What follows belongs to an exercise in optimizing a design on an open flow for small area; a production flow would make more cautious choices.
In this exercise RTL edits were held to simulation tests only and were not proved equivalent to the original.
No activity file was given, so power comes from the tool's default toggle rates.

File: design/flow/config.mk
export PLATFORM = sky130hd
export DESIGN_NAME = LCD_Driver
export DESIGN_NICKNAME = LCD_Driver
export VERILOG_FILES = /design/flow/design.v
export SDC_FILE = /design/flow/constraint.sdc
export NUM_CORES = 4
export LEC_CHECK = 0
export CAP_MARGIN = 20
export CORE_MARGIN = 2
export CORE_UTILIZATION = 40
export SLEW_MARGIN = 20
File: design/flow/constraint.sdc
create_clock -name core_clock -period 20.0 [get_ports {clock}]
set_input_delay 4.0000 -clock core_clock [delete_from_list [all_inputs] [get_ports {clock}]]
set_output_delay 4.0000 -clock core_clock [all_outputs]
set_load 0.01 [all_outputs]
File: design/flow/design.v
`timescale 1ns / 1ps
module LCD_Driver( output SF_CE0,			 
				   output LCD_RW,			 
				   output LCD_RS,			 
				   output [3:0] SF_D,		 
				   output LCD_E,			 
				   input clock,				 
				   input reset				 
				  );
	parameter 	INIT_IDLE		= 4'h1,
				WAITING_READY 	= 4'h2,
				WR_ENABLE_1		= 4'h3,
				WAITING_1		= 4'h4,
				WR_ENABLE_2		= 4'h5,
				WAITING_2		= 4'h6,
				WR_ENABLE_3		= 4'h7,
				WAITING_3		= 4'h8,
				WR_ENABLE_4		= 4'h9,
				WAITING_4		= 4'hA,
				INIT_DONE		= 4'hB;
	reg [3:0] init_state;
	reg [19:0] cnt_init;
	reg init_done;
	parameter	DISPLAY_INIT	= 4'h1,
				FUNCTION_SET	= 4'h2,
				ENTRY_MODE_SET	= 4'h3,
				DISPLAY_ON_OFF	= 4'h4,
				DISPLAY_CLEAR	= 4'h5,
				CLEAR_EXECUTION	= 4'h6,
				IDLE_2SEC 		= 4'h7,
				SET_DD_RAM_ADDR	= 4'h8,
				LCD_LINE_1		= 4'h9,
				SET_NEWLINE		= 4'hA,
				LCD_LINE_2		= 4'hB,
				DISPLAY_DONE    = 4'hC;
	reg [3:0] ctrl_state;
	reg [16:0] cnt_delay;	
	reg init_exec;
	reg [26:0] cnt_2sec;
	reg tx_ctrl;
	parameter 	TX_IDLE		= 8'H01,
				UPPER_SETUP	= 8'H02,
				UPPER_HOLD	= 8'H04,
				ONE_US		= 8'H08,
				LOWER_SETUP	= 8'H10,
				LOWER_HOLD	= 8'H20,
				FORTY_US	= 8'H40;
	reg [6:0] tx_state;
	reg [10:0] cnt_tx;
	reg select;
	reg [3:0] nibble; 
	reg [3:0] DB_init; 	
	reg enable;
	reg en_init;        
	reg mux;			 
	reg [7:0] tx_byte;
	reg [7:0] tx_Line1;
	reg [7:0] tx_Line2;
	reg [3:0] cnt_1;	 
	reg [3:0] cnt_2;	 
	assign SF_CE0 	= 1'b1; 	 
	assign LCD_RW 	= 1'b0;		 
	assign LCD_RS 	= select;
	assign SF_D 	= ( mux ) ? nibble : DB_init;	
	assign LCD_E 	= ( mux ) ? enable : en_init;
	always @(*)
	begin
		case ( ctrl_state )
			DISPLAY_INIT:		mux = 1'b0;	 
			FUNCTION_SET,
			ENTRY_MODE_SET,
			DISPLAY_ON_OFF,
			DISPLAY_CLEAR,
			IDLE_2SEC,
			CLEAR_EXECUTION,
			SET_DD_RAM_ADDR,
			LCD_LINE_1,
			SET_NEWLINE,
			LCD_LINE_2:			mux = 1'b1;
			default:			mux = 1'b0;
		endcase
	end
	always @( * ) begin
		case ( ctrl_state )
			FUNCTION_SET:		begin
									tx_byte = 8'b0010_1000;
									select = 1'b0;
								end
			ENTRY_MODE_SET:		begin
									tx_byte = 8'b0000_0110;
									select = 1'b0;
								end
			DISPLAY_ON_OFF:		begin
									tx_byte = 8'b0000_1100;
									select = 1'b0;
								end
			DISPLAY_CLEAR:		begin
									tx_byte = 8'b0000_0001;
									select = 1'b0;
								end
			SET_DD_RAM_ADDR:	begin
									tx_byte = 8'b1000_0000;
									select = 1'b0;
								end
			LCD_LINE_1:			begin
									tx_byte = tx_Line1;
									select = 1'b1;
								end
			SET_NEWLINE:		begin
									tx_byte = 8'b1100_0000;
									select = 1'b0;
								end			
			LCD_LINE_2:			begin
									tx_byte = tx_Line2;
									select = 1'b1;
								end
			default: 			begin
									tx_byte = 8'b0;
									select = 1'b0;
								end
		endcase
	end
	always @(*)
	begin
		case ( cnt_1 )  
			0:		tx_Line1 = 8'b0101_0011;		 
			1:		tx_Line1	= 8'b0111_0000;		 
			2:		tx_Line1 = 8'b0110_0001;		 
			3:		tx_Line1	= 8'b0110_0010;		 
			4:		tx_Line1	= 8'b0111_0100;		 
			5:		tx_Line1	= 8'b0110_0001;		 
			6:		tx_Line1	= 8'b0110_1110;		 
			7:		tx_Line1	= 8'b0010_1101;		 
			8:		tx_Line1	= 8'b0011_0011;		 
			9:		tx_Line1	= 8'b0100_0101;		 
			10: 	tx_Line1	= 8'b0010_0000;		 
			11:	tx_Line1	= 8'b0100_0110;		 
			12: 	tx_Line1 = 8'b0101_0000;		 
			13: 	tx_Line1 = 8'b0100_0111;		 
			14: 	tx_Line1 = 8'b0100_0001;		 
			default:tx_Line1 	= 8'b0;				 
		endcase
	end
	always @(*)
	begin
		case ( cnt_2 )  
			0:		tx_Line2 = 8'b0100_0110;		 
			1:		tx_Line2 = 8'b0101_0000;		 
			2:		tx_Line2 = 8'b0100_0111;		 
			3:		tx_Line2 = 8'b0100_0001;		 
			4:		tx_Line2 = 8'b0010_0000;		 
			5:		tx_Line2 = 8'b0101_0011;		 
			6:		tx_Line2 = 8'b0111_0100;		 
			7:		tx_Line2 = 8'b0110_0001;		 
			8:		tx_Line2 = 8'b0110_0010;		 
			9:		tx_Line2 = 8'b0111_0100;		 
			10:	tx_Line2 = 8'b0110_0101;		 
			11:	tx_Line2 = 8'b0110_0010;		 
			default:tx_Line2 	= 8'b0;				 
		endcase
	end
	always @( posedge clock )
	begin
		if( reset ) begin
			init_state <= INIT_IDLE;
			DB_init <= 4'b0;
			en_init <= 0;
			cnt_init <= 0;
			init_done <= 0;
		end
		else begin
			case ( init_state )
				INIT_IDLE:			begin
										en_init <= 0;
										if ( init_exec  )
											init_state <= WAITING_READY;
										else
											init_state <= INIT_IDLE;
									end
				WAITING_READY:		begin	 
										en_init <= 0;
										if ( cnt_init <= 750000 ) begin
											DB_init <= 4'h0;
											cnt_init <= cnt_init + 1;
											init_state <= WAITING_READY;
										end
										else begin
											cnt_init <= 0;
											init_state <= WR_ENABLE_1;
										end
									end
				WR_ENABLE_1:		begin
										DB_init <= 4'h3;			 
										en_init <= 1'b1;			 
										if ( cnt_init < 12 ) begin	 
											cnt_init <= cnt_init + 1;
											init_state <= WR_ENABLE_1;
										end
										else begin
											cnt_init <= 0;
											init_state <= WAITING_1;
										end
									end
				WAITING_1:			begin	 
										en_init <= 1'b0;			
										if ( cnt_init <= 205000 ) begin	 
											cnt_init <= cnt_init + 1;
											init_state <= WAITING_1;
									end
									else begin
											cnt_init <= 0;
											init_state <= WR_ENABLE_2;
										end
									end
				WR_ENABLE_2:		begin
										DB_init <= 4'h3;			 
										en_init <= 1'b1;			 
										if ( cnt_init < 12 ) begin	 
											cnt_init <= cnt_init + 1;
											init_state <= WR_ENABLE_2;
									end
									else begin
											cnt_init <= 0;
											init_state <= WAITING_2;
										end
									end
				WAITING_2:			begin
										en_init <= 1'b0;
										if ( cnt_init <= 5000 ) begin	 
											cnt_init <= cnt_init + 1;
											init_state <= WAITING_2;
										end
										else begin
											cnt_init <= 0;
											init_state <= WR_ENABLE_3;
										end
									end
				WR_ENABLE_3:		begin	 
										DB_init <= 4'h3;			 
										en_init <= 1'b1;			 
										if ( cnt_init < 12 ) begin	 
											cnt_init <= cnt_init + 1;
											init_state <= WR_ENABLE_3;
									end
									else begin
											cnt_init <= 0;
											init_state <= WAITING_3;
										end
									end
				WAITING_3:			begin	 
										en_init <= 1'b0;	
										if ( cnt_init <= 2000 ) begin	 
											cnt_init <= cnt_init + 1;
											init_state <= WAITING_3;
									end
									else begin
											cnt_init <= 0;
											init_state <= WR_ENABLE_4;
										end
									end
				WR_ENABLE_4:		begin	 
										DB_init <= 4'h2;			 
										en_init <= 1'b1;			 
										if ( cnt_init < 12 ) begin	 
											cnt_init <= cnt_init + 1;
											init_state <= WR_ENABLE_4;
									end
									else begin
											cnt_init <= 0;
											init_state <= WAITING_4;
										end
									end
				WAITING_4:			begin	 
										en_init <= 1'b0;										
										if ( cnt_init <= 2000 ) begin
											cnt_init <= cnt_init + 1;
											init_state <= WAITING_4;
										end
										else begin
											DB_init <= 4'h0;		 
											cnt_init <= 0;
											cnt_init <= 0;
											init_done <= 1'b1;
											init_state <= INIT_DONE;
										end
									end
				INIT_DONE:			begin
										init_state <= INIT_DONE;
										DB_init <= 4'h0;
										en_init <= 1'b0;
										cnt_init <= 0;
										init_done <= 1'b1;
									end
				default:			begin
										init_state <= INIT_IDLE;
										DB_init <= 4'b0;
										en_init <= 0;
										cnt_init <= 0;
										init_done <= 0;
									end
			endcase
		end
	end
	always @( * )
	begin
		case ( ctrl_state )
			DISPLAY_INIT:		tx_ctrl = 1'b0;
			FUNCTION_SET,
			ENTRY_MODE_SET,
			DISPLAY_ON_OFF,
			DISPLAY_CLEAR:		tx_ctrl = 1'b1;
			CLEAR_EXECUTION:	tx_ctrl = 1'b0;
			SET_DD_RAM_ADDR,
			LCD_LINE_1,
			SET_NEWLINE,
			LCD_LINE_2:			tx_ctrl = 1'b1;
			DISPLAY_DONE:		tx_ctrl = 1'b0;
			default:			tx_ctrl = 1'b0;
		endcase
	end		
	always @( posedge clock )
	begin
		if( reset ) begin
			ctrl_state <= DISPLAY_INIT;
			cnt_delay <= 0;
			cnt_1 <= 0;
			cnt_2 <= 0;
			cnt_2sec <= 0;
			init_exec <= 1'b1;
		end
		else begin
			case ( ctrl_state )
				DISPLAY_INIT:		begin	 
										init_exec <= 1;
										if ( init_done ) begin
											ctrl_state <= FUNCTION_SET;
											cnt_1 <= 0;
											cnt_2 <= 0;
										end
										else begin
											ctrl_state <= DISPLAY_INIT;
										end
									end
				FUNCTION_SET:		begin
										if ( cnt_tx <= 2000 ) begin
											ctrl_state <= FUNCTION_SET;
										end
										else begin
											ctrl_state <= ENTRY_MODE_SET;
										end		
									end
				ENTRY_MODE_SET:		begin
										if ( cnt_tx <= 2000 ) begin
											ctrl_state <= ENTRY_MODE_SET;
										end
										else begin
											ctrl_state <= DISPLAY_ON_OFF;
										end
									end
				DISPLAY_ON_OFF:		begin
										if ( cnt_tx <= 2000 ) begin
											ctrl_state <= DISPLAY_ON_OFF;
										end
										else begin
											ctrl_state <= DISPLAY_CLEAR;
										end
									end
				DISPLAY_CLEAR:		begin 
										if ( cnt_tx <= 2000 ) begin
											ctrl_state <= DISPLAY_CLEAR;
										end
										else begin
											ctrl_state <= CLEAR_EXECUTION;
											cnt_delay <= 0;
										end
									end
				CLEAR_EXECUTION:	begin
										if ( cnt_delay <= 82000 ) begin
											ctrl_state <= CLEAR_EXECUTION;
											cnt_delay <= cnt_delay + 1;
										end
										else begin
											ctrl_state <= IDLE_2SEC;
											cnt_delay <= 0;
											cnt_2sec <= 0;
										end
									end
				IDLE_2SEC:			begin  
										if ( cnt_2sec < 27'd1000000 ) begin  
											ctrl_state <= IDLE_2SEC;
											cnt_2sec <= cnt_2sec + 1;
										end
										else begin
											ctrl_state <= SET_DD_RAM_ADDR;
											cnt_delay <= 0;
										end										
									end
				SET_DD_RAM_ADDR:	begin   
										if ( cnt_tx <= 2000 ) begin
											ctrl_state <= SET_DD_RAM_ADDR;
										end
										else begin
											ctrl_state <= LCD_LINE_1;
											cnt_1 <= 0;
										end
									end
				LCD_LINE_1:			begin
										if ( cnt_tx <= 2000 ) begin
											ctrl_state <= LCD_LINE_1;
										end
										else if ( cnt_1 < 14 ) begin
												ctrl_state <= LCD_LINE_1;
												cnt_1 <= cnt_1 + 1;
											end
											else begin	
												ctrl_state <= SET_NEWLINE;
												cnt_1 <= 0;
											end
									end
				SET_NEWLINE:		begin
										if ( cnt_tx <= 2000 ) begin
											ctrl_state <= SET_NEWLINE;
										end
										else begin
											ctrl_state <= LCD_LINE_2;
											cnt_2 <= 0;
										end
									end	
				LCD_LINE_2:			begin
										if ( cnt_tx <= 2000 ) begin
											ctrl_state <= LCD_LINE_2;
										end
										else if ( cnt_2 < 11 ) begin
												ctrl_state <= LCD_LINE_2;
												cnt_2 <= cnt_2 + 1;
											end
											else begin	
												ctrl_state <= DISPLAY_DONE;
												cnt_2 <= 0;
											end
									end
				DISPLAY_DONE:		begin
										ctrl_state <= DISPLAY_DONE;
									end
				default:			begin
										ctrl_state <= DISPLAY_INIT;
										cnt_delay <= 0;
										cnt_1 <= 0;
										cnt_2 <= 0;
										cnt_2sec <= 0;
									end
			endcase
		end
	end	
	always @( posedge clock )
	begin
		if ( reset ) begin
			enable <= 1'b0;
			nibble <= 4'b0;
			tx_state <= TX_IDLE;
			cnt_tx <= 0;
		end
		else  begin
			case ( tx_state )
				TX_IDLE:			begin
										enable <= 1'b0;
										nibble <= 4'b0;
										cnt_tx <= 0;
										if ( tx_ctrl ) begin
											tx_state <= UPPER_SETUP;
										end
										else begin
											tx_state <= TX_IDLE;
										end
									end
				UPPER_SETUP:		begin	
										nibble <= tx_byte[7:4];
										if ( cnt_tx < 2 ) begin
											enable <= 1'b0;
											tx_state <= UPPER_SETUP;
											cnt_tx <= cnt_tx + 1;
										end
										else begin
											enable <= 1'b1;
											tx_state <= UPPER_HOLD;
											cnt_tx <= 0;
										end
									end
				UPPER_HOLD:			begin
										nibble <= tx_byte[7:4];
										if ( cnt_tx < 12 ) begin
											enable <= 1'b1;
											tx_state <= UPPER_HOLD;
											cnt_tx <= cnt_tx + 1;
										end
										else begin
											enable <= 1'b0;
											tx_state <= ONE_US;
											cnt_tx <= 0;
										end
									end
				ONE_US:				begin
										enable <= 1'b0;
										if ( cnt_tx <= 50 ) begin
											tx_state <= ONE_US;
											cnt_tx <= cnt_tx + 1;
										end
										else begin
											tx_state <= LOWER_SETUP;
											cnt_tx <= 0;
										end
									end
				LOWER_SETUP:		begin	
										nibble <= tx_byte[3:0];
										if ( cnt_tx < 2 ) begin
											enable <= 1'b0;
											tx_state <= LOWER_SETUP;
											cnt_tx <= cnt_tx + 1;
										end
										else begin
											enable <= 1'b1;
											tx_state <= LOWER_HOLD;
											cnt_tx <= 0;
										end
									end
				LOWER_HOLD:			begin
										nibble <= tx_byte[3:0];
										if ( cnt_tx < 12 ) begin
											enable <= 1'b1;
											tx_state <= LOWER_HOLD;
											cnt_tx <= cnt_tx + 1;
										end
										else begin
											enable <= 1'b0;
											tx_state <= FORTY_US;
											cnt_tx <= 0;
										end
									end
				FORTY_US:			begin
										enable <= 1'b0;
										if ( cnt_tx <= 2000 ) begin
											tx_state <= FORTY_US;
											cnt_tx <= cnt_tx + 1;
										end
										else begin
											tx_state <= TX_IDLE;
											cnt_tx <= 0;
										end
									end
				default:			begin
											enable <= 1'b0;
											nibble <= 4'b0;
											tx_state <= TX_IDLE;
											cnt_tx <= 0;
									end
			endcase
		end
	end
endmodule
File: design/flow/run.sh
#!/bin/bash
# synth_recipe.tcl (not shown) runs the flow's synth.tcl, then flattens the netlist and writes it again
# the make line also repeats each setting of config.mk as NAME=value (left out here)
make -C /OpenROAD-flow-scripts/flow DESIGN_CONFIG=/design/flow/config.mk WORK_HOME=/design/flow/orfs CLKGATE_MAP_FILE= SYNTH_SCRIPT=/design/flow/synth_recipe.tcl finish
==> run summary <==
-- placed cells by master, fill, tap and decap left out, types with 8 or more instances in the layout --
cell	n
a21oi_1	46
and2_1	16
nor3_1	26
or3_1	19
nor2b_1	10
nor2_1	95
ha_1	24
dfxtp_1	122
a31oi_1	14
nand2_1	83
inv_1	37
nor4_1	10
xnor2_1	19
o21ai_0	39
clkbuf_16	17
mux2i_1	11
nand3b_1	8
xor2_1	17
and3_1	13
nand3_1	43
nand4_1	24
nand2b_1	9
o22ai_1	9
-- cell families after synthesis --
logic type / synth area share
AND/OR/NAND/NOR: 0.286
AO/OA/AOI/OAI: 0.195
buffers and inverters: 0.0554
XOR/XNOR: 0.0450
multiplexers: 0.0257
flip-flops: 0.349
adder cells (fa/ha/maj): 0.0429
other: 0.00107
-- cells in the mapped netlist (3+ instances only) --
cell       count
o311ai_0       3
o211ai_1       7
a32o_1         3
mux2i_1       11
nand4_1       24
a31oi_1       14
a211o_1        4
buf_4          9
nor2_1        96
nand2_1       83
o21ai_0       39
xor2_1        17
clkbuf_1      20
o22ai_1        9
nand3b_1       8
xnor2_1       19
buf_2         12
o41ai_1        3
a21o_1         7
or4_1          6
o21a_1         4
inv_1         37
a211oi_2       3
and2_1        16
a2111oi_0      3
a221oi_1       3
dfxtp_1      122
o31ai_1        5
buf_1          5
or2_2          5
or3_1         19
nand3_1       43
a22oi_1        6
ha_1          24
mux2_2         5
nor3_1        26
and3_1        13
a211oi_1       4
a21oi_1       46
o311ai_2       3
nor4_1        10
nand2b_1       9
nor2b_1       10
and4_1         4
-- worst max-delay path by stage --
stage                               end                      from  cells past startpoint  slack, ns
CTS                              LCD_RS  ctrl_state[0]$_SDFF_PP1_                      3      13.76
finish                           LCD_RS  ctrl_state[2]$_SDFF_PP0_                      4      13.78
global route                     LCD_RS  ctrl_state[2]$_SDFF_PP0_                      4      13.60
detailed placement  tx_Line1[0]$_DFF_P_                     reset                     10      13.59
floorplan           tx_Line1[0]$_DFF_P_                     reset                     10      14.28
global placement    tx_Line1[0]$_DFF_P_                     reset                     10      13.65
-- registers in the layout, indices dropped and copies added, names as in the netlist --
name,count
enable,1
tx_Line2,6
mux,1
DB_init,2
ctrl_state,4
nibble,4
cnt_delay,17
tx_Line1,7
cnt_2sec,27
cnt_2,4
cnt_1,4
init_state,4
tx_ctrl,1
init_done,1
cnt_tx,11
cnt_init,20
en_init,1
tx_state,7
-- cell type report --
class	instances	area share
Tap cell	225	0.0360
Inverter	37	0.0178
Clock inverter	15	0.0333
Sequential cell	122	0.313
Clock buffer	17	0.0544
Timing Repair Buffer	10	0.0118
Multi-Input combinational cell	664	0.534
-- power breakdown --
group	leakage [nW]	internal (mW)	switching, mW
registers	0.984	0.245	0.00276
clock network	0.331	0.236	0.122
logic	1.41	0.00844	0.0180
total	2.72	0.489	0.143
-- stage by stage --
stage,hold slack [ns],std cells
final,0.461,1090
after global placement,0.443,1058
after global routing,0.490,1090
after detailed placement,0.446,1058
after floorplan,0.427,872
after CTS,0.464,1090
-- metal layers --
| layer | wire (um) | global-route usage |
|---|---|---|
| met3 | 597 | 0.0414 |
| met1 | 7940 | 0.243 |
| met4 | 236 | 0.0579 |
| met2 | 6940 | 0.269 |
| met5 | 0 | 0 |
==> impl_metrics.tcl <==
set metrics [dict create \
    drc 0 \
    synth_area_per_cell_um2 8.03 \
    yosysSeqAreaShare 0.349 \
    final_max_slew_viol_count 0 \
    finalCritPeriodShare 0.311 \
    layout-drive-gt1-share 0.0809 \
    multi_input_area_um2 4170 \
    cts_max_level 4 \
    setup_tns_ns 0 \
    rsz0062_at_grt "false" \
    path_cells "inv_1 > nand2_1 > nor2_1 > clkdlybuf4s50_1" \
    peakVddDrop_uv 66.8 \
    ant_nets 0 \
    wirelength_um 15700 \
    clock_sinks 122 \
    cts_setup_buffers 0 \
    reg2reg_depth 11 \
    maxCapViolCount 0 \
    clk_latency_ns 0.42 \
    critPathSlowestCell "dfxtp_1" \
    dp_slack_ns 13.59 \
    syn_area_um2 7000 \
    crit_family "buffers and inverters" \
    clockRootBuffer "clkbuf_16" \
    min-delay-start "cnt_2sec[21]$_SDFFE_PP0P_" \
    synth-main-ff-cell "dfxtp_1" \
    nets 878 \
    synth_cell_types 86 \
    wl_per_cell_um 14.4 \
    cts_buffers 17 \
    total_power_mw 0.632 \
    regArea_um2 2440 \
    postSynth.asyncResetShare 0 \
    port_buffers 7 \
    grt_usage 0.176 \
    floorplan.initialDensity 0.408 \
    min_period_ns 6.22 \
    whs_endpoint "cnt_2sec[21]$_SDFFE_PP0P_" \
    fp.dieW_um 136 \
    cp_num_buf_inv 2 \
    reg2reg_to "tx_Line1[0]$_DFF_P_" \
    r2r_slack_ns 16.25 \
    finalHoldViolCount 0 \
    areaGrowthSynthToFinish_pct 11.6 \
    slew_headroom 0.445 \
    synth-seq-cells 122 \
    finish.instance_area_um2 7820 \
    fin_ws_ns 13.78 \
    grt_start_max_net_pins 39 \
    dieHeight_um 136 \
    via_per_inst 5.57 \
    worst_slew_pin_slew_ns 0.831 \
    pin_count 10 \
    synth_area_leader_cell "dfxtp_1" \
    r2r-start "ctrl_state[1]$_SDFF_PP0_" \
    cts_tree "done" \
    syn_nets 898 \
    drt_iter0_drc 434 \
    cts_resized 0 \
    rows 48 \
    design.die.area_um2 18600 \
    fin_util 0.455 \
    synthTopCellsByArea "dfxtp_1, nor2_1, nand2_1" \
    hold_path.class "reg -> reg" \
    first_pass_iters 5 \
    overflow 0 \
    ys_warn_count 1 \
    power.density_nw_per_um2 80.9 \
    num_vias 6068 \
    finalSetupViolCount 0 \
    dpl.hpwl_um 10900 \
    coreArea_um2 17200 \
    slowest_delay_ns 0.68 \
    fin_worst_skew_ns 0.0105 \
    first_global_vias 5518 \
    placed_cell_area_um2 7130 \
    min_path_cells 1 \
    final.fill_count 1725 \
    p_leak_nw 2.72 \
    cp-end-kind "output pin" \
    antenna_cells 0 \
    grt_pass1_wl_um 26500 \
    antenna_found_initial 0 \
    yosysTopAreaCellShare 0.349 \
    netlist_instances 872 \
    place.gp.congestion 0.891 \
    clockBufferDepth 2 \
    start_kind "flop" \
    criticalPathCategory "reg -> out" \
    crit_arrival_ns 2.22 \
    status "no timing/DRC/antenna violations" \
    fmax_mhz 161 \
    path_clk_slew_ns 0.06 \
    ctsHoldBuffers 0 \
    path_max_fanout 19 \
    cp.required_ns 16.00 \
    synth-edff-count 0 \
]

==> re-timing with driven ports <==
The flow's constraints put no driver on any port. The routed layout listed below was extracted and timed again, unchanged, in two steps. Step 1 sets driving cells, clkbuf_16 on the clock port and buf_2 on the other inputs (assumed; they add their load-dependent delay and slew). Step 2 moves the port delays by t, midway between the first and last clock arrival at a register: inputs arrive t later, outputs are due t later. That takes back most of the time a late clock gives input paths. Three values: no drivers, after step 1, after step 2; two values: the first two.
t, ns: 0.462
setup WS [ns]: 13.780 / 13.738 / 13.524
pins driven straight from the clock port: 1
After both steps setup and hold are still met in this run. For this run, drivers alone change the setup slack by -0.042 ns; drivers and shift together by -0.256 ns.
